This is an optimization exercise on Yosys and OpenROAD, whose aim is small area and a short achievable clock period, not a production implementation.
Where RTL was checked, it was by simulation tests only, not by an equivalence proof against the original.
For runs 1, 2, 5 and 6, only the layout was checked, not whether the RTL still works.
Power is estimated from default activity; no workload was simulated.

==> design.v <==
module fadd_align(a, b, x, y, cin, emax, sa, snov);
input [31:0] a, b;
output [23:0] x, y;
output cin;
output [7:0] emax;
output sa;
output snov;
wire [7:0] ea = a[30:23];
wire [7:0] eb = b[30:23];
wire [7:0] g0 = eb & ~ea;
wire [7:0] e0 = ~(ea ^ eb);
wire [3:0] g1, e1;
wire [1:0] g2, e2;
genvar i;
generate for (i = 0; i < 4; i = i + 1) begin : c1
  assign g1[i] = g0[2*i+1] | (e0[2*i+1] & g0[2*i]);
  assign e1[i] = e0[2*i+1] & e0[2*i];
end endgenerate
generate for (i = 0; i < 2; i = i + 1) begin : c2
  assign g2[i] = g1[2*i+1] | (e1[2*i+1] & g1[2*i]);
  assign e2[i] = e1[2*i+1] & e1[2*i];
end endgenerate
wire b_gt = g2[1] | (e2[1] & g2[0]);
wire eq = e2[1] & e2[0];
wire [7:0] dab = ea - eb;
wire [7:0] dba = eb - ea;
wire [7:0] d = b_gt ? dba : dab;
wire [22:0] fl = b_gt ? b[22:0] : a[22:0];
wire [22:0] fs = b_gt ? a[22:0] : b[22:0];
wire sl = b_gt ? b[31] : a[31];
wire ss = b_gt ? a[31] : b[31];
assign emax = b_gt ? eb : ea;
wire big = |d[7:5];
wire d0 = ea[0] ^ eb[0];
wire [23:0] ma0 = d0 ? {1'b0, 1'b1, a[22:1]} : {1'b1, a[22:0]};
wire [23:0] mb0 = d0 ? {1'b0, 1'b1, b[22:1]} : {1'b1, b[22:0]};
wire [23:0] t0 = b_gt ? ma0 : mb0;
wire [23:0] t1 = d[1] ? {2'd0, t0[23:2]} : t0;
wire [23:0] t2 = d[2] ? {4'd0, t1[23:4]} : t1;
wire [23:0] t3 = d[3] ? {8'd0, t2[23:8]} : t2;
wire [23:0] t4 = d[4] ? {16'd0, t3[23:16]} : t3;
wire [23:0] S = big ? 24'd0 : t4;
wire szero = (d >= 8'd24);
assign cin = ss;
wire [22:0] orp;   
assign orp[0] = fl[0];
generate for (i = 1; i < 23; i = i + 1) begin : po
  assign orp[i] = orp[i-1] | fl[i];
end endgenerate
assign x[0] = fl[0];
assign x[22:1] = fl[22:1] ^ ({22{sl}} & orp[21:0]);
assign x[23] = ~(sl & orp[22]);
assign y = S ^ {24{ss}};
assign snov = eq ? (a[31] ^ b[31]) : sl;
assign sa = (szero & ss) ? snov : a[31];
endmodule
module fadd_sum(x, y, cin, emax, sa, snov, z);
input [23:0] x, y; input cin; input [7:0] emax; input sa, snov; output [31:0] z;
wire [24:0] g0, p0;
assign g0 = {x & y, cin};
assign p0 = {x ^ y, 1'b0};
wire gg0 = g0[1] | (p0[1] & g0[0]);
wire gg1 = g0[3] | (p0[3] & g0[2]);
wire pp1 = p0[3] & p0[2];
wire gg2 = g0[5] | (p0[5] & g0[4]);
wire pp2 = p0[5] & p0[4];
wire gg3 = g0[7] | (p0[7] & g0[6]);
wire pp3 = p0[7] & p0[6];
wire gg4 = g0[9] | (p0[9] & g0[8]);
wire pp4 = p0[9] & p0[8];
wire gg5 = g0[11] | (p0[11] & g0[10]);
wire pp5 = p0[11] & p0[10];
wire gg6 = g0[13] | (p0[13] & g0[12]);
wire pp6 = p0[13] & p0[12];
wire gg7 = g0[15] | (p0[15] & g0[14]);
wire pp7 = p0[15] & p0[14];
wire gg8 = g0[17] | (p0[17] & g0[16]);
wire pp8 = p0[17] & p0[16];
wire gg9 = g0[19] | (p0[19] & g0[18]);
wire pp9 = p0[19] & p0[18];
wire gg10 = g0[21] | (p0[21] & g0[20]);
wire pp10 = p0[21] & p0[20];
wire gg11 = g0[23] | (p0[23] & g0[22]);
wire pp11 = p0[23] & p0[22];
wire gg12 = g0[2] | (p0[2] & gg0);
wire gg13 = gg1 | (pp1 & gg0);
wire gg14 = g0[6] | (p0[6] & gg2);
wire pp14 = p0[6] & pp2;
wire gg15 = gg3 | (pp3 & gg2);
wire pp15 = pp3 & pp2;
wire gg16 = g0[10] | (p0[10] & gg4);
wire pp16 = p0[10] & pp4;
wire gg17 = gg5 | (pp5 & gg4);
wire pp17 = pp5 & pp4;
wire gg18 = g0[14] | (p0[14] & gg6);
wire pp18 = p0[14] & pp6;
wire gg19 = gg7 | (pp7 & gg6);
wire pp19 = pp7 & pp6;
wire gg20 = g0[18] | (p0[18] & gg8);
wire pp20 = p0[18] & pp8;
wire gg21 = gg9 | (pp9 & gg8);
wire pp21 = pp9 & pp8;
wire gg22 = g0[22] | (p0[22] & gg10);
wire pp22 = p0[22] & pp10;
wire gg23 = gg11 | (pp11 & gg10);
wire pp23 = pp11 & pp10;
wire gg24 = g0[4] | (p0[4] & gg13);
wire gg25 = gg2 | (pp2 & gg13);
wire gg26 = gg14 | (pp14 & gg13);
wire gg27 = gg15 | (pp15 & gg13);
wire gg28 = g0[12] | (p0[12] & gg17);
wire pp28 = p0[12] & pp17;
wire gg29 = gg6 | (pp6 & gg17);
wire pp29 = pp6 & pp17;
wire gg30 = gg18 | (pp18 & gg17);
wire pp30 = pp18 & pp17;
wire gg31 = gg19 | (pp19 & gg17);
wire pp31 = pp19 & pp17;
wire gg32 = g0[20] | (p0[20] & gg21);
wire pp32 = p0[20] & pp21;
wire gg33 = gg10 | (pp10 & gg21);
wire pp33 = pp10 & pp21;
wire gg34 = gg22 | (pp22 & gg21);
wire pp34 = pp22 & pp21;
wire gg35 = gg23 | (pp23 & gg21);
wire pp35 = pp23 & pp21;
wire gg36 = g0[8] | (p0[8] & gg27);
wire gg37 = gg4 | (pp4 & gg27);
wire gg38 = gg16 | (pp16 & gg27);
wire gg39 = gg17 | (pp17 & gg27);
wire gg40 = gg28 | (pp28 & gg27);
wire gg41 = gg29 | (pp29 & gg27);
wire gg42 = gg30 | (pp30 & gg27);
wire gg43 = gg31 | (pp31 & gg27);
wire gg44 = g0[24] | (p0[24] & gg35);
wire pp44 = p0[24] & pp35;
wire gg45 = g0[16] | (p0[16] & gg43);
wire gg46 = gg8 | (pp8 & gg43);
wire gg47 = gg20 | (pp20 & gg43);
wire gg48 = gg21 | (pp21 & gg43);
wire gg49 = gg32 | (pp32 & gg43);
wire gg50 = gg33 | (pp33 & gg43);
wire gg51 = gg34 | (pp34 & gg43);
wire gg52 = gg35 | (pp35 & gg43);
wire gg53 = gg44 | (pp44 & gg43);
wire [22:0] s;
assign s[0] = p0[1] ^ g0[0];
assign s[1] = p0[2] ^ gg0;
assign s[2] = p0[3] ^ gg12;
assign s[3] = p0[4] ^ gg13;
assign s[4] = p0[5] ^ gg24;
assign s[5] = p0[6] ^ gg25;
assign s[6] = p0[7] ^ gg26;
assign s[7] = p0[8] ^ gg27;
assign s[8] = p0[9] ^ gg36;
assign s[9] = p0[10] ^ gg37;
assign s[10] = p0[11] ^ gg38;
assign s[11] = p0[12] ^ gg39;
assign s[12] = p0[13] ^ gg40;
assign s[13] = p0[14] ^ gg41;
assign s[14] = p0[15] ^ gg42;
assign s[15] = p0[16] ^ gg43;
assign s[16] = p0[17] ^ gg45;
assign s[17] = p0[18] ^ gg46;
assign s[18] = p0[19] ^ gg47;
assign s[19] = p0[20] ^ gg48;
assign s[20] = p0[21] ^ gg49;
assign s[21] = p0[22] ^ gg50;
assign s[22] = p0[23] ^ gg51;
wire s24 = gg53;
assign z = {s24 ? sa : snov, emax, s};
endmodule
module float_adder(a, b, z);
input [31:0] a, b;
output [31:0] z;
wire [23:0] x, y;
wire cin, sa, snov;
wire [7:0] emax;
fadd_align u_align(.a(a), .b(b), .x(x), .y(y), .cin(cin), .emax(emax), .sa(sa),
                   .snov(snov));
fadd_sum u_sum(.x(x), .y(y), .cin(cin), .emax(emax), .sa(sa), .snov(snov), .z(z));
endmodule
module fadd_top(clk, a, b, z);
input clk;
input [31:0] a, b;
output [31:0] z;
wire [23:0] x_d, y_d;
wire cin_d, sa_d, snov_d;
wire [7:0] emax_d;
reg [23:0] x_q, y_q;
reg cin_q, sa_q, snov_q;
reg [7:0] emax_q;
fadd_align u_align(.a(a), .b(b), .x(x_d), .y(y_d), .cin(cin_d), .emax(emax_d),
                   .sa(sa_d), .snov(snov_d));
always @(posedge clk) begin
  x_q <= x_d;
  y_q <= y_d;
  cin_q <= cin_d;
  emax_q <= emax_d;
  sa_q <= sa_d;
  snov_q <= snov_d;
end
fadd_sum u_sum(.x(x_q), .y(y_q), .cin(cin_q), .emax(emax_q), .sa(sa_q),
               .snov(snov_q), .z(z));
endmodule
==> flow/run.sh <==
#!/bin/bash
# Standard ORFS layout (the standard.sh), with the I/O port buffers made
# from small buf_1 cells instead of the default clkdlybuf4s50_1 delay cells.
set -euo pipefail
export BUFFER_PORTS_ARGS="-buffer_cell sky130_fd_sc_hd__buf_1"
bash standard.sh > standard_flow.log 2>&1
==> standard.sh <==
#!/bin/bash
# synth_recipe.tcl (not shown) runs the flow's synth.tcl, then flattens the netlist and writes it again
# the make line also repeats each setting of config.mk as NAME=value (left out here)
make -C /OpenROAD-flow-scripts/flow DESIGN_CONFIG=/design/flow/config.mk WORK_HOME=/design/flow/orfs CLKGATE_MAP_FILE= SYNTH_SCRIPT=/design/flow/synth_recipe.tcl "${@:-finish}"
==> config.mk <==
export PLATFORM = sky130hd
export DESIGN_NAME = fadd_top
export DESIGN_NICKNAME = fadd_top
export VERILOG_FILES = /design/flow/design.v
export SDC_FILE = /design/flow/constraint.sdc
export NUM_CORES = 4
export LEC_CHECK = 0
export ABC_AREA = 1
export CAP_MARGIN = 20
export CORE_MARGIN = 2
export CORE_UTILIZATION = 55
export SETUP_SLACK_MARGIN = 3.5
export SLEW_MARGIN = 20
==> constraint.sdc <==
create_clock -name core_clock -period 8.5 [get_ports {clk}]
set_input_delay 1.7000 -clock core_clock [delete_from_list [all_inputs] [get_ports {clk}]]
set_output_delay 1.7000 -clock core_clock [all_outputs]
set_load 0.01 [all_outputs]
==> results_dict.tcl, run 1 <==
set metrics [dict create \
    status "complete, no violations" \
    end_kind "output port" \
    die-area_um2 11000 \
    first_pass_iters 5 \
    tightest_slew_ps 786 \
    syn_area_um2 5590 \
    antenna_found_initial 0 \
    h-tree-depth 3 \
    power_frac_comb_pct 61.1 \
    setup_viol 0 \
    grt_max_degree 113 \
    slew_headroom_pct 47.6 \
    final_cells 1047 \
    p_leak_nw 2.90 \
    drive_gt1_share_pct 11.1 \
    start_kind "flop" \
    drt_first_iter_violations 339 \
    syn_nets 934 \
    worstPathMaxFanout 8 \
    dieHeight_um 105 \
    ys.warnings.count 1 \
    ios 97 \
    clockRootBuffer "clkbuf_8" \
    min_delay_path_depth 3 \
    initial_utilization_pct 56.9 \
    antenna_cells 0 \
    period_minus_slack_ps 4810 \
    drv_cap 0 \
    swShare_pct 47.2 \
    cts_max_path_buffers 2 \
    fp-row-count 36 \
    die_w_um 105 \
    numCtsBuffers 9 \
    syn_inst 823 \
    track_usage_pct 25.6 \
    num_vias 5451 \
    timing.final.crit_share_pct 56.6 \
    synth_cell_types 41 \
    postRouteAntennaNets 0 \
    grt_pass1_wl_mm 23.0 \
    fill_cells 945 \
    cts_tree "yes" \
    clkPwrFrac_pct 15.2 \
    path_clk_slew_ps 80 \
    place_inst 1017 \
    min_from "b[25]" \
    powerDensity_nw_per_um2 244 \
    grt_pass1_vias 4889 \
    placed_area_um2 5930 \
    startpoint "x_q[0]" \
    fin_area_um2 6350 \
    finalHoldViolations 0 \
    grt_overflow_total 0 \
    ys_seq_area_share_pct 21.1 \
    gp_congestion 1.00 \
    worstSetupPathType "reg -> out" \
    dp_hpwl_mm 11.1 \
    port_buffers 96 \
    postCtsHoldBufs 0 \
    cp.required_ps 6800 \
    coreArea_um2 9820 \
    nets 1020 \
    wl_mm 14.4 \
    routed_via_density 5.21 \
    avgSynthCellArea_um2 6.79 \
    power_switching_uw 731 \
    fmax_mhz 208 \
    rsz0062_at_grt "true" \
    drv_slew 0 \
    hp-class "in -> reg" \
    irDropWorstVdd_uv 150 \
    p_int_uw 817 \
    area_growth_syn_to_layout_pct 13.5 \
    avgRoutedWirePerCell_um 13.7 \
    finalSetupTns_ps 0 \
    remaining_drc_errors 0 \
    ys_ff_latch 59 \
    finish.utilization_pct 64.6 \
    cp.arrival_ps 3110 \
    seqPwrFrac_pct 23.7 \
    cts_sinks 59 \
]
metrics by stage:
stage               setup WS, ps  hold slack, ps  total power [mW]
CTS                         3430            1600              1.49
global route                3450            1650              1.67
floorplan                   3780            1810              1.00
global placement            2880            1960              1.20
detailed placement          2740            1970              1.21
finish                      3690            1620              1.55
worst max-delay path, cell delays in order (launching register included):
cell	delay, ps
dfxtp_1	310
inv_1	50
fa_2	380
inv_2	60
nand3_1	70
nand2_2	90
nand3_2	60
nand2_2	110
a21oi_4	70
o21bai_4	130
a21boi_2	80
o21bai_2	180
a21oi_2	80
nor2_2	150
nand3_2	90
nand2_2	80
a21o_4	170
fa_2	450
buf_6	130
metal layers:
layer	up-vias	GRT usage [%]	wire length, µm
met5	-	0	0
met2	142	41.1	6530
met4	0	5.52	150
li1	2848	-	-
met1	2448	36.3	7040
met3	13	3.93	656
cell usage in the layout (no fill, tap or decap), drive strengths merged:
master,n
nand2,222
buf,113
inv,100
o21ai,94
dfxtp,59
xor2,53
nor2,46
o211ai,44
ha,39
nand3,29
a21oi,29
or2,16
xnor2,13
clkbuf,12
nand4,12
mux2i,8
fa,7
o221ai,3
a31oi,2
clkinvlp,2
clkinv,2
o21bai,2
a211oi,2
nor3,2
a21boi,1
a21o,1
and2,1
cells in the mapped netlist, drive strengths merged:
master	instances	area share, %
buf	22	2.8
a21oi	29	2.8
clkbuf	18	1.2
nor2	46	3.7
inv	100	6.7
ha	39	8.7
a21boi	1	0.13
o21bai	2	0.27
o21ai	94	8.5
a211oi	2	0.36
dfxtp	59	21
o211ai	44	5.9
o221ai	3	0.47
nand3	29	2.6
nor3	2	0.38
xnor2	13	2.0
a31oi	2	0.22
a21o	1	0.13
or2	16	1.8
nand2	220	15
and2	1	0.11
nand4	12	2.4
mux2i	8	1.4
xor2	53	8.3
fa	7	2.5
logic make-up after synthesis:
kind of cell	share of synthesized area, %
AND/OR/NAND/NOR	26.4
AO/OA/AOI/OAI	18.8
buffers and inverters	10.7
XOR/XNOR	10.3
flip-flops	21.1
adder cells (fa/ha/maj)	11.2
multiplexers	1.43
cell type report:
class	instances	area (µm²)	share of cell area [%]
sequential	59	1180	18.6
timing repair buffer	113	497	7.83
multi-input combinational	626	3950	62.2
clock inverter	4	25.0	0.394
tap	133	166	2.62
inverter	100	375	5.91
clock buffer	12	155	2.44
timing repair:
action                     in CTS  in global routing
cloned                          0                  2
pin swaps                       6                 14
setup endpoints to repair      29                 39
resized for setup              13                 16
setup buffers                   4                  8
power groups by stage:
stage	registers (mW)	clock network, mW	logic [mW]
after floorplan	0.367	0	0.637
after global placement	0.370	0	0.827
after detailed placement	0.372	0	0.843
after CTS	0.366	0.239	0.883
after global routing	0.372	0.248	1.05
final	0.367	0.235	0.946
worst paths after layout:
kind,to,slack [ps]
setup / recovery,z[15],3690
hold / removal,emax_q[2],1620
state kept, by name, indices dropped and copies added, names as in the netlist:
name and cells:
snov_q 1, sa_q 1, emax_q 8, cin_q 1, y_q 24, x_q 24
==> run 2, diff against run 1 <==
--- a/config.mk
+++ b/config.mk
@@ -5,7 +5,6 @@
 export SDC_FILE = /design/flow/constraint.sdc
 export NUM_CORES = 4
 export LEC_CHECK = 0
-export ABC_AREA = 1
 export CAP_MARGIN = 20
 export CORE_MARGIN = 2
 export CORE_UTILIZATION = 55
==> results_dict.tcl, run 2 <==
set metrics [dict create \
    setup_viol 0 \
    final_cell_mix "95 x buf_1, 67 x nand2_1, 58 x dfxtp_1" \
    avgSynthCellArea_um2 8.86 \
    grt_pass1_wl_mm 24.4 \
    first_pass_iters 5 \
    cts_tree "yes" \
    seqPwrFrac_pct 23.9 \
    min_to "emax_q[7]" \
    cts_max_path_buffers 2 \
    synth_flop_cell "dfxtp_1" \
    fp-row-count 36 \
    grt_overflow_total 0 \
    final_cells 861 \
    period_minus_slack_ps 5040 \
    p_leak_nw 2.71 \
    synthMuxAreaShare_pct 20.2 \
    cts_sinks 59 \
    p_int_uw 815 \
    dieHeight_um 105 \
    min_delay_path_depth 3 \
    path_clk_slew_ps 90 \
    clkPwrFrac_pct 16.5 \
    slew_headroom_pct 41.2 \
    power_switching_uw 685 \
    largestRegisters "x_q: 24 flops, y_q: 24 flops, emax_q: 8 flops" \
    worstPathMaxFanout 2 \
    dp_hpwl_mm 11.7 \
    synth_fa_ha_area_share_pct 11.2 \
    synth-compound-area-share_pct 17.9 \
    drt_first_iter_violations 334 \
    wl_mm 15.3 \
    ys_top_cells_by_count "67 x nand2_1, 59 x dfxtp_1, 51 x mux2i_1" \
    ys_seq_area_share_pct 21.0 \
    ys_ff_latch 59 \
    grt_max_degree 36 \
    gp_congestion 0.943 \
    ys.warnings.count 1 \
    netlist.area_leader.share_pct 21.0 \
    routed_via_density 6.00 \
    timing.final.crit_share_pct 59.3 \
    yosys.area_share.simple_pct 14.2 \
    final_common_cell "buf_1" \
    finalSetupTns_ps 0 \
    antenna_cells 0 \
    die-area_um2 11000 \
    topRoutingLayerUsed "met4" \
    nets 834 \
    cp.required_ps 6800 \
    post-place-ws_ps 2240 \
    finalWorstSetupSlack_ps 3460 \
    port_buffers 96 \
    initial_utilization_pct 57.0 \
    drv_cap 0 \
    fin_area_um2 6460 \
    clockRootBuffer "clkbuf_8" \
    status "complete, no violations" \
    num_vias 5164 \
    numCtsBuffers 9 \
    async_reset_ff_share_pct 0 \
    ios 97 \
    yosysMostFrequentCell "nand2_1" \
    finalHoldViolations 0 \
    start_kind "flop" \
    swShare_pct 45.6 \
    postCtsHoldBufs 0 \
    fmax_mhz 199 \
    powerDensity_nw_per_um2 232 \
    wl_met3_um 776 \
    die_w_um 105 \
    wl_met2_mm 7.38 \
    drive_gt1_share_pct 13.7 \
    area_growth_syn_to_layout_pct 14.9 \
    rsz0062_at_grt "true" \
    coreArea_um2 9860 \
    ys_top_cells_by_area "dfxtp_1 21%, mux4_2 9.2%, mux2i_1 9.1%, ha_1 8.7%, xnor2_1 6.9%" \
    drv_slew 0 \
    worstSetupPathType "reg -> out" \
    end_kind "output port" \
    power_frac_comb_pct 59.5 \
    antenna_found_initial 0 \
    cp.arrival_ps 3340 \
    syn_inst 634 \
    syn_area_um2 5620 \
    synth_cell_types 67 \
    placed_area_um2 6060 \
    grt_pass1_vias 4989 \
    hp-class "in -> reg" \
    tightest_slew_ps 875 \
    synth_top_family_by_area "multiplexers" \
    place_inst 840 \
    h-tree-depth 3 \
    yosysTopAreaCell "dfxtp_1" \
    min_from "b[30]" \
    avgRoutedWirePerCell_um 17.8 \
    track_usage_pct 27.9 \
    irDropWorstVdd_uv 155 \
    postRouteAntennaNets 0 \
    synth-edff-count 0 \
    syn_nets 745 \
    synth_xor_area_share_pct 10.8 \
    wl_met1_mm 6.85 \
    remaining_drc_errors 0 \
]
run 2: changes by cell type after synthesis, sizes merged, moves of 13 or more:
cell	before	now
mux4	0	23
nand2	220	68
xor2	53	25
a21oi	29	42
inv	100	33
xnor2	13	44
o21ai	94	32
nand3	29	12
mux2i	8	51
o211ai	44	8
nor3	2	16
run 2: logic make-up (layout without fill, tap and decap cells):
kind of cell,Yosys count,after routing
flops,59,59
fa+ha+maj,46,46
buf+inv,63,156
compound gates,147,148
mux,83,83
simple gates,167,167
xor+xnor,69,69
run 2: layout make-up:
class / count / area [µm²]
Timing Repair Buffer: 107 / 478
Inverter: 33 / 124
Multi-Input combinational cell: 513 / 4320
Tap cell: 133 / 166
Clock inverter: 5 / 37.5
Sequential cell: 59 / 1180
Fill cell: 839 / 3410
Clock buffer: 11 / 151
run 2: metal layers:
metal / up-vias / global-route usage, %
met5: - / 0
li1: 2490 / -
met3: 23 / 3.68
met2: 171 / 46.9
met1: 2480 / 37.1
met4: 0 / 9.05
run 2: what timing repair did:
| action | CTS | global route |
|---|---|---|
| endpoints found under the setup margin | 36 | 18 |
| pin swaps | 5 | 7 |
| resized for setup | 20 | 21 |
| gates cloned | 1 | 0 |
| setup buffers | 4 | 0 |
run 2: worst max path at each step:
stage	from	endpoint	slack [ps]	cells past startpoint
2_1_floorplan	a[28]	y_q[9]	3670	13
3_3_place_gp	a[28]	y_q[11]	2390	13
3_5_place_dp	a[24]	y_q[19]	2240	13
4_1_cts	cin_q	z[31]	3470	12
5_1_grt	x_q[0]	z[31]	3330	12
6_report	x_q[0]	z[31]	3460	12
run 2: critical path, cell delays in order (launching register included):
cell and delay [ps]:
dfxtp_2 320, inv_2 40, fa_2 390, nor2b_2 130, o21ai_2 100, a2111oi_4 420
o2111ai_2 210, and3_4 200, nor4b_4 390, o21ai_1 140, a21oi_2 200, mux2_4 320
buf_6 120
run 2: power by group through the flow:
stage          Combinational [mW]  Sequential [mW]  Clock [mW]
2_1_floorplan               0.628            0.356           0
3_3_place_gp                0.825            0.364           0
3_5_place_dp                0.837            0.365           0
4_1_cts                     0.872            0.359       0.252
5_1_grt                     0.982            0.363       0.263
6_report                    0.893            0.359       0.248
run 2: through the flow:
step	utilization, %	power [mW]	hold slack (ps)
2_1_floorplan	-	0.984	1800
3_3_place_gp	61.4	1.19	1930
3_5_place_dp	61.4	1.20	1950
4_1_cts	64.7	1.48	1570
5_1_grt	65.5	1.61	1610
6_report	65.5	1.50	1570
==> run 3, diff against run 2 <==
--- a/design.v
+++ b/design.v
@@ -31,10 +31,8 @@
 wire ss = b_gt ? a[31] : b[31];
 assign emax = b_gt ? eb : ea;
 wire big = |d[7:5];
-wire d0 = ea[0] ^ eb[0];
-wire [23:0] ma0 = d0 ? {1'b0, 1'b1, a[22:1]} : {1'b1, a[22:0]};
-wire [23:0] mb0 = d0 ? {1'b0, 1'b1, b[22:1]} : {1'b1, b[22:0]};
-wire [23:0] t0 = b_gt ? ma0 : mb0;
+wire [23:0] m0 = {1'b1, fs};
+wire [23:0] t0 = d[0] ? {1'd0, m0[23:1]} : m0;
 wire [23:0] t1 = d[1] ? {2'd0, t0[23:2]} : t0;
 wire [23:0] t2 = d[2] ? {4'd0, t1[23:4]} : t1;
 wire [23:0] t3 = d[3] ? {8'd0, t2[23:8]} : t2;
==> flow/run.sh (replaced) <==
#!/bin/bash
# The standard ORFS layout (standard.sh, synthesis unchanged), except that
# the I/O ports are buffered with small buf_1 cells instead of the default
# clkdlybuf4s50_1 delay cells. Every input and output still gets its own
# buffer. The flow's output goes to standard_flow.log, and each ORFS step
# keeps its own log under orfs/logs/.
set -euo pipefail
export BUFFER_PORTS_ARGS="-buffer_cell sky130_fd_sc_hd__buf_1"
bash standard.sh > standard_flow.log 2>&1
--- a/config.mk
+++ b/config.mk
@@ -5,8 +5,9 @@
 export SDC_FILE = /design/flow/constraint.sdc
 export NUM_CORES = 4
 export LEC_CHECK = 0
+export ABC_AREA = 1
 export CAP_MARGIN = 20
 export CORE_MARGIN = 2
-export CORE_UTILIZATION = 55
-export SETUP_SLACK_MARGIN = 3.5
+export CORE_UTILIZATION = 65
+export SETUP_SLACK_MARGIN = 3.6
 export SLEW_MARGIN = 20
==> results_dict.tcl, run 3 <==
set metrics [dict create \
    hp-class "in -> reg" \
    finalHoldViolations 0 \
    period_minus_slack_ps 5040 \
    numCtsBuffers 9 \
    die-area_um2 9020 \
    largestRegisters "x_q: 24 flops, y_q: 24 flops, emax_q: 8 flops" \
    final_cell_mix "213 x nand2_1, 94 x buf_1, 90 x inv_1" \
    avgSynthCellArea_um2 6.76 \
    yosysMostFrequentCell "nand2_1" \
    place_inst 968 \
    nets 1013 \
    tightest_slew_ps 1140 \
    ys.warnings.count 1 \
    first_pass_iters 7 \
    drv_slew 0 \
    startpoint "x_q[4]" \
    p_leak_nw 2.97 \
    fmax_mhz 198 \
    cp.arrival_ps 3340 \
    port_buffers 96 \
    drive_gt1_share_pct 12.6 \
    avgRoutedWirePerCell_um 16.8 \
    irDropWorstVdd_uv 114 \
    gp_congestion 0.958 \
    grt_max_degree 53 \
    h-tree-depth 3 \
    fp-row-count 33 \
    powerDensity_nw_per_um2 264 \
    worstPathMaxFanout 7 \
    ys_ff_latch 59 \
    netlist.area_leader.share_pct 22.0 \
    die_w_um 95.0 \
    finalSetupTns_ps 0 \
    cp.required_ps 6800 \
    postCtsHoldBufs 0 \
    ys_top_cells_by_count "216 x nand2_1, 93 x inv_1, 80 x o21ai_0" \
    wl_mm 17.0 \
    grt_pass1_vias 5280 \
    syn_area_um2 5380 \
    finalWorstSetupSlack_ps 3460 \
    antenna_cells 0 \
    start_kind "flop" \
    status "complete, no violations" \
    ios 97 \
    slew_headroom_pct 24.2 \
    post-place-ws_ps 2610 \
    path_clk_slew_ps 80 \
    track_usage_pct 35.0 \
    final_cells 1012 \
    initial_utilization_pct 66.1 \
    cts_tree "yes" \
    setup_viol 0 \
    remaining_drc_errors 0 \
    cts_sinks 59 \
    synth_cell_types 44 \
    ys_seq_area_share_pct 22.0 \
    end_kind "output port" \
    syn_nets 906 \
    final_common_cell "nand2_1" \
    dp_hpwl_mm 12.0 \
    routed_via_density 5.70 \
    worstSetupPathType "reg -> out" \
    dieHeight_um 95.0 \
    yosysTopAreaCell "dfxtp_1" \
    coreArea_um2 8130 \
    drv_cap 0 \
    drt_first_iter_violations 439 \
    area_growth_syn_to_layout_pct 17.4 \
    antenna_found_initial 0 \
    ys_top_cells_by_area "dfxtp_1 22%, nand2_1 15%, ha_1 9.1%, xor2_1 8.0%, o21ai_0 7.4%" \
    synth-edff-count 0 \
    num_vias 5773 \
    postRouteAntennaNets 0 \
    syn_inst 795 \
    timing.final.crit_share_pct 59.3 \
    synth_flop_cell "dfxtp_1" \
    grt_overflow_total 0 \
    grt_pass1_wl_mm 24.4 \
    cts_max_path_buffers 2 \
    min_from "b[30]" \
    clockRootBuffer "clkbuf_8" \
    rsz0062_at_grt "true" \
    async_reset_ff_share_pct 0 \
]
==> run 3: path summary, 6_finish.rpt <==
check                       end  slack (ps)  cells after the start
worst max-delay path      z[16]        3460                     15
worst min-delay path  emax_q[7]        1610                      3
==> run 3: through the flow <==
stage | hold WS [ps] | area (µm²) | power (mW) | utilization [%]
after global placement | 1940 | 5730 | 1.17 | 70.5
after CTS | 1620 | 6130 | 1.54 | 75.4
after global routing | 1660 | 6310 | 1.78 | 77.6
after detailed placement | 1960 | 5730 | 1.20 | 70.5
final | 1610 | 6310 | 1.66 | 77.6
after floorplan | 1800 | 5380 | 0.979 | -
==> run 3: cell type report <==
type | count | area, µm²
well taps | 105 | 131
fillers | 586 | 1820
repair inverters | 1 | 5.00
multi-input cells | 608 | 3810
clock buffers | 10 | 138
repair buffers | 125 | 599
inverters | 98 | 375
clock inverters | 6 | 65.1
flip-flops and latches | 59 | 1180
==> run 3: cell families (layout without fill, tap and decap cells) <==
logic type               Yosys count  after routing  share of synthesized area [%]
AO/OA/AOI/OAI                    150            150                           16.0
XOR/XNOR                          66             66                           10.9
adder cells (fa/ha/maj)           46             46                           11.7
buffers and inverters            131            240                           10.1
flip-flops                        59             59                           22.0
multiplexers                       8              8                           1.49
AND/OR/NAND/NOR                  335            338                           27.9
==> run 3: metal layers <==
layer / wire, µm / share of wire [%] / global-route usage, %
met1: 6800 / 40 / 42.9
met3: 1480 / 8.7 / 7.02
met4: 569 / 3.4 / 10.9
met2: 8120 / 48 / 61.4
met5: 0 / 0 / 0
==> run 3: timing repair <==
action / in CTS / in global routing
buffers inserted: 13 / 11
endpoints found under the hold margin: 0 / 0
gates cloned: 1 / 3
gates resized for setup: 21 / 17
pin swaps: 12 / 18
endpoints found under the setup margin: 47 / 44
==> run 3: report_power, final <==
part | internal (mW) | switching [mW] | total [mW]
registers | 0.337 | 0.0297 | 0.367
logic | 0.382 | 0.656 | 1.04
clock network | 0.143 | 0.116 | 0.259
total | 0.863 | 0.801 | 1.66
==> run 3: worst max-delay path, stage by stage (launching register included) <==
cell      delay [ps]
dfxtp_1          320
ha_1             330
a21oi_1          240
nand2_2          140
a21oi_4          170
o21bai_4          80
a21boi_2         210
o21bai_2         100
a21oi_2          160
nor2_2            70
nand3_2           80
nand2_2           70
a21o_4           240
fa_2             340
xor2_1           250
buf_2            200
==> run 4, diff against run 3 <==
--- a/config.mk
+++ b/config.mk
@@ -8,6 +8,6 @@
 export ABC_AREA = 1
 export CAP_MARGIN = 20
 export CORE_MARGIN = 2
-export CORE_UTILIZATION = 65
+export CORE_UTILIZATION = 60
 export SETUP_SLACK_MARGIN = 3.6
 export SLEW_MARGIN = 20
==> results_dict.tcl, run 4 <==
set metrics [dict create \
    wl_met2_mm 7.25 \
    finalSetupTns_ps 0 \
    final_common_cell "nand2_1" \
    postRouteAntennaNets 0 \
    hp-class "in -> reg" \
    grt_pass1_vias 5053 \
    largestRegisters "x_q: 24 flops, y_q: 24 flops, emax_q: 8 flops" \
    synthMuxAreaShare_pct 1.49 \
    crit_top_cell "nand2_2" \
    dieHeight_um 98.7 \
    crit_path_end "z[15]" \
    ys_ff_latch 59 \
    worst_path_max_delay_cell "fa_2" \
    status "complete, no violations" \
    powerDensity_nw_per_um2 253 \
    port_buffers 96 \
    wl_met1_mm 6.64 \
    cp.required_ps 6800 \
    routed_via_density 5.52 \
    ys_top_cells_by_count "216 x nand2_1, 93 x inv_1, 80 x o21ai_0" \
    cts_tree "yes" \
    track_usage_pct 30.6 \
    synth_flop_cell "dfxtp_1" \
    antenna_cells 0 \
    postCtsHoldBufs 0 \
    num_vias 5573 \
    grt_pass1_wl_mm 23.9 \
    die-area_um2 9740 \
    initial_utilization_pct 61.7 \
    synth_cell_types 44 \
    end_kind "output port" \
    p_leak_nw 2.97 \
    cts_max_path_buffers 2 \
    crit_family "compound AO/OA/AOI/OAI gates" \
    h-tree-depth 3 \
    start_kind "flop" \
    rsz0062_at_grt "true" \
    startpoint "y_q[1]" \
    yosysMostFrequentCell "nand2_1" \
    syn_nets 906 \
    worstSetupPathType "reg -> out" \
    clockRootBuffer "clkbuf_8" \
    numCtsBuffers 9 \
    worstPathMaxFanout 2 \
    drv_cap 0 \
    topRoutingLayerUsed "met4" \
    period_minus_slack_ps 4780 \
    area_growth_syn_to_layout_pct 17.5 \
    drt_first_iter_violations 394 \
    path_buf_inv 1 \
    ys_top_cells_by_area "dfxtp_1 22%, nand2_1 15%, ha_1 9.1%, xor2_1 8.0%, o21ai_0 7.4%" \
    grt_overflow_total 0 \
    slew_headroom_pct 30.8 \
    fill_cells 757 \
    ios 97 \
    drive_gt1_share_pct 12.7 \
    worst_path_largest_cell_delay_ps 570 \
    crit_cells 16 \
    yosys.area_share.simple_pct 27.9 \
    synth-edff-count 0 \
    cts_sinks 59 \
    die_w_um 98.7 \
    syn_inst 795 \
    nets 1007 \
    syn_area_um2 5380 \
    netlist.area_leader.share_pct 22.0 \
    first_pass_iters 5 \
    fp-row-count 34 \
    setup_viol 0 \
    post-place-ws_ps 2400 \
    synth_xor_area_share_pct 10.9 \
    synth_fa_ha_area_share_pct 11.7 \
    cp.arrival_ps 3080 \
    timing.final.crit_share_pct 56.2 \
    min_delay_path_depth 3 \
    async_reset_ff_share_pct 0 \
    remaining_drc_errors 0 \
    ys.warnings.count 1 \
    drv_slew 0 \
    yosysTopAreaCell "dfxtp_1" \
    antenna_found_initial 0 \
    wl_mm 15.0 \
    avgRoutedWirePerCell_um 14.9 \
    fmax_mhz 209 \
    coreArea_um2 8720 \
    ys_seq_area_share_pct 22.0 \
    synth-compound-area-share_pct 16.0 \
    final_cell_mix "212 x nand2_1, 91 x inv_1, 90 x buf_1" \
    grt_max_degree 52 \
    finalHoldViolations 0 \
    tightest_slew_ps 1040 \
    cp_cell_sequence "ha_1 > nand3_1 > nand2_2 > nand3_2 > nand2_2 > a21oi_2 > o21bai_2 > a21boi_2 > o21bai_2 > a21oi_2 > nor2_2 > nand3_2 > nand2_2 > a21o_4 > fa_2 > buf_6" \
    gp_congestion 0.926 \
    irDropWorstVdd_uv 140 \
    dp_hpwl_mm 11.2 \
    finalWorstSetupSlack_ps 3720 \
    avgSynthCellArea_um2 6.76 \
    path_clk_slew_ps 70 \
    wl_met3_um 885 \
    synth_top_family_by_area "simple AND/OR/NAND/NOR gates" \
]
[run 4: what timing repair did]
item                       in CTS  in global routing
cloned                          2                  2
buffers inserted                9                 11
pin swaps                      11                 15
hold endpoints to repair        0                  0
setup endpoints to repair      47                 39
gates resized for setup        23                 21
[run 4: metrics by stage]
| step | hold WS, ps | power, mW | std cells | utilization [%] | cell area, µm² |
|---|---|---|---|---|---|
| after detailed placement | 1960 | 1.18 | 969 | 65.6 | 5720 |
| after floorplan | 1800 | 0.979 | 795 | - | 5380 |
| after global placement | 1960 | 1.16 | 969 | 65.6 | 5720 |
| final | 1620 | 1.60 | 1009 | 72.5 | 6320 |
| after CTS | 1610 | 1.55 | 996 | 70.4 | 6140 |
| after global routing | 1650 | 1.73 | 1009 | 72.5 | 6320 |
[run 4: final cells by class]
cell class	count	area, µm²	share of cell area (%)
Timing Repair inverter	1	5.00	0.0792
Tap cell	108	135	2.14
Multi-Input combinational cell	608	3820	60.4
Timing Repair Buffer	119	578	9.14
Inverter	98	372	5.88
Sequential cell	59	1190	18.8
Clock buffer	12	155	2.45
Clock inverter	4	72.6	1.15
[run 4: worst min-delay path by stage]
stage / from / end / slack, ps
after floorplan: a[31] / sa_q / 1800
after global placement: b[30] / emax_q[7] / 1960
after detailed placement: b[30] / emax_q[7] / 1960
after CTS: b[30] / emax_q[7] / 1610
after global routing: b[30] / emax_q[7] / 1650
final: b[30] / emax_q[7] / 1620
[run 4: report_power, final]
group          total (mW)  switching [mW]  internal, mW
Sequential          0.366          0.0275         0.338
Clock               0.292           0.111         0.181
Combinational       0.944           0.583         0.361
Total                1.60           0.722         0.879
[run 4: per-layer routing]
metal	up-vias	GRT usage [%]
li1	2779	-
met1	2543	41.6
met2	230	51.9
met3	21	3.26
met4	0	8.64
met5	-	0
[run 4: kinds of logic (layout without fill, tap and decap cells)]
logic type | after synthesis | in the layout
buffers and inverters | 131 | 234
AOI/OAI and AO/OA | 150 | 150
muxes | 8 | 8
adders and majority gates | 46 | 46
and+or+nand+nor | 335 | 338
xor gates and xnor gates | 66 | 66
DFF | 59 | 59
==> run 5, diff against run 4 <==
--- a/design.v
+++ b/design.v
@@ -1,6 +1,7 @@
-module fadd_align(a, b, x, y, cin, emax, sa, snov);
+module fadd_align(a, b, x, p, cin, emax, sa, snov);
 input [31:0] a, b;
-output [23:0] x, y;
+output [23:0] x;
+output [23:0] p;    
 output cin;
 output [7:0] emax;
 output sa;
@@ -48,15 +49,15 @@
 assign x[0] = fl[0];
 assign x[22:1] = fl[22:1] ^ ({22{sl}} & orp[21:0]);
 assign x[23] = ~(sl & orp[22]);
-assign y = S ^ {24{ss}};
+assign p = S ^ x ^ {24{ss}};
 assign snov = eq ? (a[31] ^ b[31]) : sl;
 assign sa = (szero & ss) ? snov : a[31];
 endmodule
-module fadd_sum(x, y, cin, emax, sa, snov, z);
-input [23:0] x, y; input cin; input [7:0] emax; input sa, snov; output [31:0] z;
+module fadd_sum(x, p, cin, emax, sa, snov, z);
+input [23:0] x, p; input cin; input [7:0] emax; input sa, snov; output [31:0] z;
 wire [24:0] g0, p0;
-assign g0 = {x & y, cin};
-assign p0 = {x ^ y, 1'b0};
+assign g0 = {x & ~p, cin};
+assign p0 = {p, 1'b0};
 wire gg0 = g0[1] | (p0[1] & g0[0]);
 wire gg1 = g0[3] | (p0[3] & g0[2]);
 wire pp1 = p0[3] & p0[2];
@@ -171,33 +172,33 @@
 module float_adder(a, b, z);
 input [31:0] a, b;
 output [31:0] z;
-wire [23:0] x, y;
+wire [23:0] x, p;
 wire cin, sa, snov;
 wire [7:0] emax;
-fadd_align u_align(.a(a), .b(b), .x(x), .y(y), .cin(cin), .emax(emax), .sa(sa),
+fadd_align u_align(.a(a), .b(b), .x(x), .p(p), .cin(cin), .emax(emax), .sa(sa),
                    .snov(snov));
-fadd_sum u_sum(.x(x), .y(y), .cin(cin), .emax(emax), .sa(sa), .snov(snov), .z(z));
+fadd_sum u_sum(.x(x), .p(p), .cin(cin), .emax(emax), .sa(sa), .snov(snov), .z(z));
 endmodule
 module fadd_top(clk, a, b, z);
 input clk;
 input [31:0] a, b;
 output [31:0] z;
-wire [23:0] x_d, y_d;
+wire [23:0] x_d, p_d;
 wire cin_d, sa_d, snov_d;
 wire [7:0] emax_d;
-reg [23:0] x_q, y_q;
+reg [23:0] x_q, p_q;
 reg cin_q, sa_q, snov_q;
 reg [7:0] emax_q;
-fadd_align u_align(.a(a), .b(b), .x(x_d), .y(y_d), .cin(cin_d), .emax(emax_d),
+fadd_align u_align(.a(a), .b(b), .x(x_d), .p(p_d), .cin(cin_d), .emax(emax_d),
                    .sa(sa_d), .snov(snov_d));
 always @(posedge clk) begin
   x_q <= x_d;
-  y_q <= y_d;
+  p_q <= p_d;
   cin_q <= cin_d;
   emax_q <= emax_d;
   sa_q <= sa_d;
   snov_q <= snov_d;
 end
-fadd_sum u_sum(.x(x_q), .y(y_q), .cin(cin_q), .emax(emax_q), .sa(sa_q),
+fadd_sum u_sum(.x(x_q), .p(p_q), .cin(cin_q), .emax(emax_q), .sa(sa_q),
                .snov(snov_q), .z(z));
 endmodule
==> flow/run.sh (replaced) <==
#!/bin/bash
# Standard ORFS layout (the standard.sh), with the I/O port buffers made
# from small buf_1 cells instead of the default clkdlybuf4s50_1 delay cells.
set -euo pipefail
export BUFFER_PORTS_ARGS="-buffer_cell sky130_fd_sc_hd__buf_1"
bash standard.sh > standard_flow.log 2>&1
==> config.mk (replaced) <==
export PLATFORM = sky130hd
export DESIGN_NAME = fadd_top
export DESIGN_NICKNAME = fadd_top
export VERILOG_FILES = /design/flow/design.v
export SDC_FILE = /design/flow/constraint.sdc
export NUM_CORES = 4
export LEC_CHECK = 0
export CAP_MARGIN = 20
export CORE_MARGIN = 2
export CORE_UTILIZATION = 70
export SETUP_SLACK_MARGIN = 3.5
export SLEW_MARGIN = 20
==> results_dict.tcl, run 5 <==
set metrics [dict create \
    min_from "b[30]" \
    path_clk_slew_ps 70 \
    status "complete, no violations" \
    worst_path_max_delay_cell "mux4_2" \
    topRoutingLayerUsed "met4" \
    dp_hpwl_mm 13.0 \
    syn_inst 649 \
    num_vias 5873 \
    ys.warnings.count 1 \
    remaining_drc_errors 0 \
    first_pass_iters 6 \
    drt_first_iter_violations 856 \
    place_inst 822 \
    antenna_cells 0 \
    crit_top_cell "mux2i_1" \
    drv_cap 0 \
    area_growth_syn_to_layout_pct 12.1 \
    fp-row-count 33 \
    ys_seq_area_share_pct 20.0 \
    grt_pass1_wl_mm 28.2 \
    syn_area_um2 5920 \
    grt_overflow_total 0 \
    synth_cell_types 80 \
    cts_sinks 59 \
    worstSetupPathType "in -> reg" \
    dieHeight_um 95.9 \
    routed_via_density 6.95 \
    startpoint "a[24]" \
    numCtsBuffers 9 \
    ys_ff_latch 59 \
    start_kind "input pin" \
    crit_path_end "p_q[12]" \
    ios 97 \
    synth-edff-count 0 \
    yosysMostFrequentCell "nand2_1" \
    powerDensity_nw_per_um2 257 \
    clockRootBuffer "clkbuf_8" \
    worst_path_largest_cell_delay_ps 540 \
    coreArea_um2 8220 \
    avgSynthCellArea_um2 9.12 \
    syn_nets 732 \
    p_leak_nw 2.69 \
    postRouteAntennaNets 0 \
    h-tree-depth 3 \
    finalHoldViolations 0 \
    cts_max_path_buffers 2 \
    cp.arrival_ps 5170 \
    yosysTopAreaCell "dfxtp_1" \
    gp_congestion 0.981 \
    fin_hold_ws_ps 1580 \
    track_usage_pct 40.3 \
    wl_met3_mm 2.16 \
    final_common_cell "buf_1" \
    nets 818 \
    die_w_um 95.9 \
    cp_cell_sequence "buf_1 > inv_1 > ha_1 > a21o_1 > a21o_2 > a21oi_4 > buf_12 > mux4_2 > mux2i_1 > mux2i_1 > a2bb2oi_1 > nor3_2 > xnor2_1" \
    hp-class "in -> reg" \
    ys_top_cells_by_area "dfxtp_1 20%, mux2i_1 11%, xnor2_1 8.6%, mux4_2 8.4%, xor2_1 4.6%" \
    drv_slew 0 \
    cp.required_ps 8770 \
    slew_headroom_pct 30.7 \
    fmax_mhz 204 \
    period_minus_slack_ps 4910 \
    netlist.area_leader.share_pct 20.0 \
    wl_mm 18.8 \
    avgRoutedWirePerCell_um 22.3 \
    final_cells 845 \
    tightest_slew_ps 1040 \
    antenna_found_initial 0 \
    async_reset_ff_share_pct 0 \
    finalSetupTns_ps 0 \
    ys_top_cells_by_count "69 x nand2_1, 67 x mux2i_1, 59 x dfxtp_1" \
    die-area_um2 9200 \
    timing.final.crit_share_pct 57.7 \
    final_cell_mix "96 x buf_1, 69 x nand2_1, 65 x mux2i_1" \
    irDropWorstVdd_uv 112 \
    drive_gt1_share_pct 14.9 \
    grt_max_degree 34 \
    setup_viol 0 \
    wl_met1_mm 6.57 \
    fill_cells 515 \
    grt_pass1_vias 5600 \
    end_kind "flop" \
    wl_met2_mm 9.03 \
    rsz0062_at_grt "true" \
    synth_flop_cell "dfxtp_1" \
    cts_tree "yes" \
    port_buffers 96 \
    initial_utilization_pct 72.0 \
    worstPathMaxFanout 17 \
    largestRegisters "p_q: 24 flops, x_q: 24 flops, emax_q: 8 flops" \
]
## run 5: cell count changes in the layout (fill, tap and decap cells not counted), moves of 10 or more
cell	delta
and3_1	+10
buf_4	-11
ha_1	-20
inv_1	-64
mux2i_1	+57
mux4_2	+22
nand2_1	-143
nand2_2	-13
nand3_1	-22
nor2_1	-15
nor3_2	+12
o21ai_0	-50
xnor2_1	+41
xor2_1	-17
## run 5: where the power goes
group / switching, mW / internal (mW) / total, mW
Combinational: 0.600 / 0.405 / 1.01
Sequential: 0.0708 / 0.354 / 0.425
Clock: 0.129 / 0.143 / 0.273
Total: 0.800 / 0.903 / 1.70
## run 5: routing by layer
layer / vias to the layer above / track usage, %
li1: 2555 / -
met1: 2718 / 45.3
met2: 475 / 68.0
met3: 125 / 13.2
met4: 0 / 21.0
met5: - / 0
## run 5: worst min-delay path by stage
stage	to	slack, ps	cells past startpoint
2_1_floorplan	emax_q[0]	1810	2
3_3_place_gp	emax_q[7]	1930	3
3_5_place_dp	emax_q[7]	1940	3
4_1_cts	emax_q[7]	1570	3
5_1_grt	emax_q[7]	1600	3
6_report	emax_q[7]	1580	3
## run 5: layout make-up
| cell class | instances | area, µm² | share of cell area [%] |
|---|---|---|---|
| well taps | 105 | 131 | 1.98 |
| flip-flops and latches | 59 | 1180 | 17.8 |
| inverters | 28 | 105 | 1.58 |
| multi-input cells | 527 | 4490 | 67.7 |
| repair buffers | 110 | 524 | 7.91 |
| clock buffers | 10 | 138 | 2.08 |
| clock inverters | 6 | 65.1 | 0.981 |
## run 5: worst max-delay path: cells and delay by family
kind,cells,cell delay [ps]
muxes,3,1250
AOI/OAI and AO/OA,4,1030
buffers and inverters,3,530
adders and majority gates,1,360
xor gates and xnor gates,1,200
and+or+nand+nor,1,80
## run 5: repair_timing
item / 4_1_cts / 5_1_grt
endpoints found under the setup margin: 25 / 11
resized for setup: 5 / 14
gates cloned: 1 / 1
pin swaps: 2 / 2
hold buffers: 0 / 0
setup buffers: 4 / 1
## run 5: metrics by stage
| step | setup WS (ps) | power (mW) | instance area [µm²] | util, % |
|---|---|---|---|---|
| after global routing | 3470 | 1.81 | 6630 | 80.7 |
| final | 3590 | 1.70 | 6630 | 80.7 |
| after floorplan | 3890 | 1.12 | 5920 | - |
| after CTS | 3560 | 1.65 | 6530 | 79.5 |
| after global placement | 2800 | 1.31 | 6240 | 75.9 |
| after detailed placement | 2620 | 1.35 | 6240 | 75.9 |
## run 5: kinds of logic (layout without fill, tap and decap cells)
kind of cell,count (synthesis),in the layout,share of synthesized area (%)
AND/OR/NAND/NOR,164,164,14.2
AO/OA/AOI/OAI,154,154,19.6
XOR/XNOR,96,96,15.5
multiplexers,95,95,21.0
buffers and inverters,63,154,5.54
flip-flops,59,59,20.0
adder cells (fa/ha/maj),18,18,4.06
==> run 6, diff against run 5 <==
--- a/config.mk
+++ b/config.mk
@@ -7,6 +7,6 @@
 export LEC_CHECK = 0
 export CAP_MARGIN = 20
 export CORE_MARGIN = 2
-export CORE_UTILIZATION = 70
+export CORE_UTILIZATION = 55
 export SETUP_SLACK_MARGIN = 3.5
 export SLEW_MARGIN = 20
==> results_dict.tcl, run 6 <==
set metrics [dict create \
    status "complete, no violations" \
    port_buffers 96 \
    drv_slew 0 \
    track_usage_pct 28.6 \
    drt_first_iter_violations 355 \
    coreArea_um2 10400 \
    finalWorstSetupSlack_ps 3670 \
    gp_congestion 0.937 \
    end_kind "flop" \
    worst_path_largest_cell_delay_ps 420 \
    hp-class "in -> reg" \
    antenna_found_initial 0 \
    ys_top_cells_by_area "dfxtp_1 20%, mux2i_1 11%, xnor2_1 8.6%, mux4_2 8.4%, xor2_1 4.6%" \
    grt_overflow_total 0 \
    period_minus_slack_ps 4830 \
    cts_max_path_buffers 2 \
    slew_headroom_pct 32.1 \
    avgSynthCellArea_um2 9.12 \
    grt_pass1_vias 5104 \
    synth_flop_cell "dfxtp_1" \
    power_frac_comb_pct 59.4 \
    irDropWorstVdd_uv 140 \
    worst_path_max_delay_cell "ha_1" \
    cp.required_ps 8730 \
    ios 97 \
    grt_max_degree 48 \
    netlist.area_leader.share_pct 20.0 \
    finish.utilization_pct 64.3 \
    synth_cell_types 80 \
    num_vias 5329 \
    yosysMostFrequentCell "nand2_1" \
    finalHoldViolations 0 \
    fin_area_um2 6670 \
    clkPwrFrac_pct 14.7 \
    total_power_mw 1.61 \
    nets 820 \
    p_leak_nw 2.67 \
    cts_sinks 59 \
    syn_area_um2 5920 \
    clockRootBuffer "clkbuf_8" \
    crit_path_end "p_q[0]" \
    synth-edff-count 0 \
    die-area_um2 11600 \
    ys_top_cells_by_count "69 x nand2_1, 67 x mux2i_1, 59 x dfxtp_1" \
    powerDensity_nw_per_um2 241 \
    cp.arrival_ps 5060 \
    fmax_mhz 207 \
    routed_via_density 6.07 \
    seqPwrFrac_pct 25.9 \
    postCtsHoldBufs 0 \
    p_int_uw 880 \
    worstPathMaxFanout 27 \
    h-tree-depth 3 \
    drv_cap 0 \
    wl_mm 16.5 \
    initial_utilization_pct 57.0 \
    syn_nets 732 \
    drive_gt1_share_pct 15.4 \
    placed_area_um2 6290 \
    first_pass_iters 5 \
    post-place-ws_ps 2660 \
    ys.warnings.count 1 \
    fin_hold_ws_ps 1580 \
    yosysTopAreaCell "dfxtp_1" \
    ys_ff_latch 59 \
    worstSetupPathType "in -> reg" \
    antenna_cells 0 \
    path_clk_slew_ps 70 \
    area_growth_syn_to_layout_pct 12.7 \
    rsz0062_at_grt "false" \
    async_reset_ff_share_pct 0 \
    final_cells 878 \
    swShare_pct 45.4 \
    setup_viol 0 \
    grt_pass1_wl_mm 25.7 \
    dieHeight_um 108 \
    tightest_slew_ps 1020 \
    final_common_cell "buf_1" \
    avgRoutedWirePerCell_um 18.8 \
    syn_inst 649 \
    postRouteAntennaNets 0 \
    fp-row-count 37 \
    final_cell_mix "95 x buf_1, 69 x nand2_1, 64 x mux2i_1" \
    cts_tree "yes" \
    power_switching_uw 730 \
    numCtsBuffers 9 \
    startpoint "a[25]" \
    finalSetupTns_ps 0 \
    remaining_drc_errors 0 \
    dp_hpwl_mm 12.6 \
    cp_cell_sequence "buf_1 > inv_1 > ha_1 > and2_1 > a21oi_4 > o21ai_4 > buf_6 > mux2i_4 > xor2_2 > buf_4 > nand2_1 > o22a_1 > a211oi_2 > xnor2_1" \
    largestRegisters "p_q: 24 flops, x_q: 24 flops, emax_q: 8 flops" \
    start_kind "input pin" \
    die_w_um 108 \
    timing.final.crit_share_pct 56.9 \
    ys_seq_area_share_pct 20.0 \
    place_inst 853 \
]
## run 6: cell types whose count changed in the layout (fill, tap and decap cells not counted), sizes merged
| cell | before | now |
|---|---|---|
| a21oi | 25 | 26 |
| bufbuf | 1 | 0 |
| bufinv | 1 | 0 |
| clkbuf | 11 | 14 |
| clkinv | 4 | 2 |
| clkinvlp | 1 | 2 |
| mux2 | 5 | 6 |
## run 6: worst max-delay path, delay by kind of cell
family / cells / cell delay [ps]
buf+inv: 4 / 800
compound gates: 4 / 980
mux: 1 / 350
fa+ha+maj: 1 / 420
simple gates: 2 / 540
xor+xnor: 2 / 250
## run 6: worst min path at each step
| stage | endpoint | slack, ps | depth (start not counted) | from |
|---|---|---|---|---|
| final | emax_q[7] | 1580 | 3 | b[30] |
| after floorplan | emax_q[0] | 1810 | 2 | a[23] |
| after global placement | emax_q[7] | 1930 | 3 | b[30] |
| after global routing | emax_q[7] | 1640 | 3 | a[30] |
| after detailed placement | emax_q[7] | 1950 | 3 | b[30] |
| after CTS | emax_q[7] | 1560 | 3 | b[30] |
## run 6: routing by layer
| metal | wire length [µm] | GRT usage (%) | up-vias |
|---|---|---|---|
| li1 | - | - | 2563 |
| met1 | 6990 | 35.5 | 2539 |
| met2 | 8130 | 49.1 | 199 |
| met3 | 998 | 6.11 | 28 |
| met4 | 363 | 9.43 | 0 |
| met5 | 0 | 0 | - |
## run 6: what timing repair did
| action | CTS | global route |
|---|---|---|
| pin swaps | 2 | 1 |
| cloned | 1 | 2 |
| gates resized for setup | 5 | 17 |
| buffers inserted | 5 | 1 |
| endpoints found under the setup margin | 25 | 17 |
## run 6: power groups by stage
stage / Combinational, mW / Clock (mW) / Sequential (mW)
after floorplan: 0.706 / 0 / 0.410
after global placement: 0.905 / 0 / 0.419
after detailed placement: 0.916 / 0 / 0.423
after CTS: 0.930 / 0.244 / 0.417
after global routing: 1.05 / 0.257 / 0.427
final: 0.957 / 0.236 / 0.418
## run 6: area by class of cell
| type | count | area (µm²) |
|---|---|---|
| Multi-Input combinational cell | 529 | 4520 |
| Inverter | 28 | 105 |
| Sequential cell | 59 | 1180 |
| Timing Repair Buffer | 110 | 512 |
| Clock buffer | 12 | 155 |
| Tap cell | 136 | 170 |
| Fill cell | 921 | 3700 |
| Clock inverter | 4 | 25.0 |
## run 6: cell families (layout without fill, tap and decap cells)
| family | count (synthesis) | in the layout | synth area share [%] |
|---|---|---|---|
| buf+inv | 63 | 154 | 5.54 |
| flops | 59 | 59 | 20.0 |
| mux | 95 | 96 | 21.0 |
| fa+ha+maj | 18 | 18 | 4.06 |
| compound gates | 154 | 155 | 19.6 |
| xor+xnor | 96 | 96 | 15.5 |
| simple gates | 164 | 164 | 14.2 |

[static timing again, ports no longer ideal]
In the flow no input, the clock included, has a driving cell. The finished layouts below were timed again as built, in two steps. Step 1 (the two cells are an assumption about what drives the block):
set clk [get_ports {clk}]
set_driving_cell -lib_cell sky130_fd_sc_hd__clkbuf_16 $clk
set_driving_cell -lib_cell sky130_fd_sc_hd__buf_2 [delete_from_list [all_inputs] $clk]
Step 2 also shifts input and output timing later by t, the mid clock arrival at the registers, as if the neighbouring blocks saw the same clock. Three values: ideal ports, drivers, drivers and shift; two values: the first two.
run	t, ns	setup slack, ns	worst setup path at the end	clock arrival spread, ns
run 1	0.377	3.692 / 3.656 / 3.429	input to register	0.020 / 0.020
run 2	0.389	3.462 / 3.428 / 3.195	input to register	0.023 / 0.023
run 3	0.365	3.456 / 3.421 / 3.492	input to register	0.011 / 0.012
run 4	0.372	3.723 / 3.689 / 3.431	input to register	0.011 / 0.012
run 5	0.388	3.593 / 3.606 / 3.218	input to register	0.018 / 0.018
run 6	0.386	3.668 / 3.683 / 3.298	input to register	0.014 / 0.013
After both steps setup and hold are still met in every run listed. The setup slack of run 5, which loses most, moves by +0.013 ns with the drivers and by -0.375 ns with both steps.
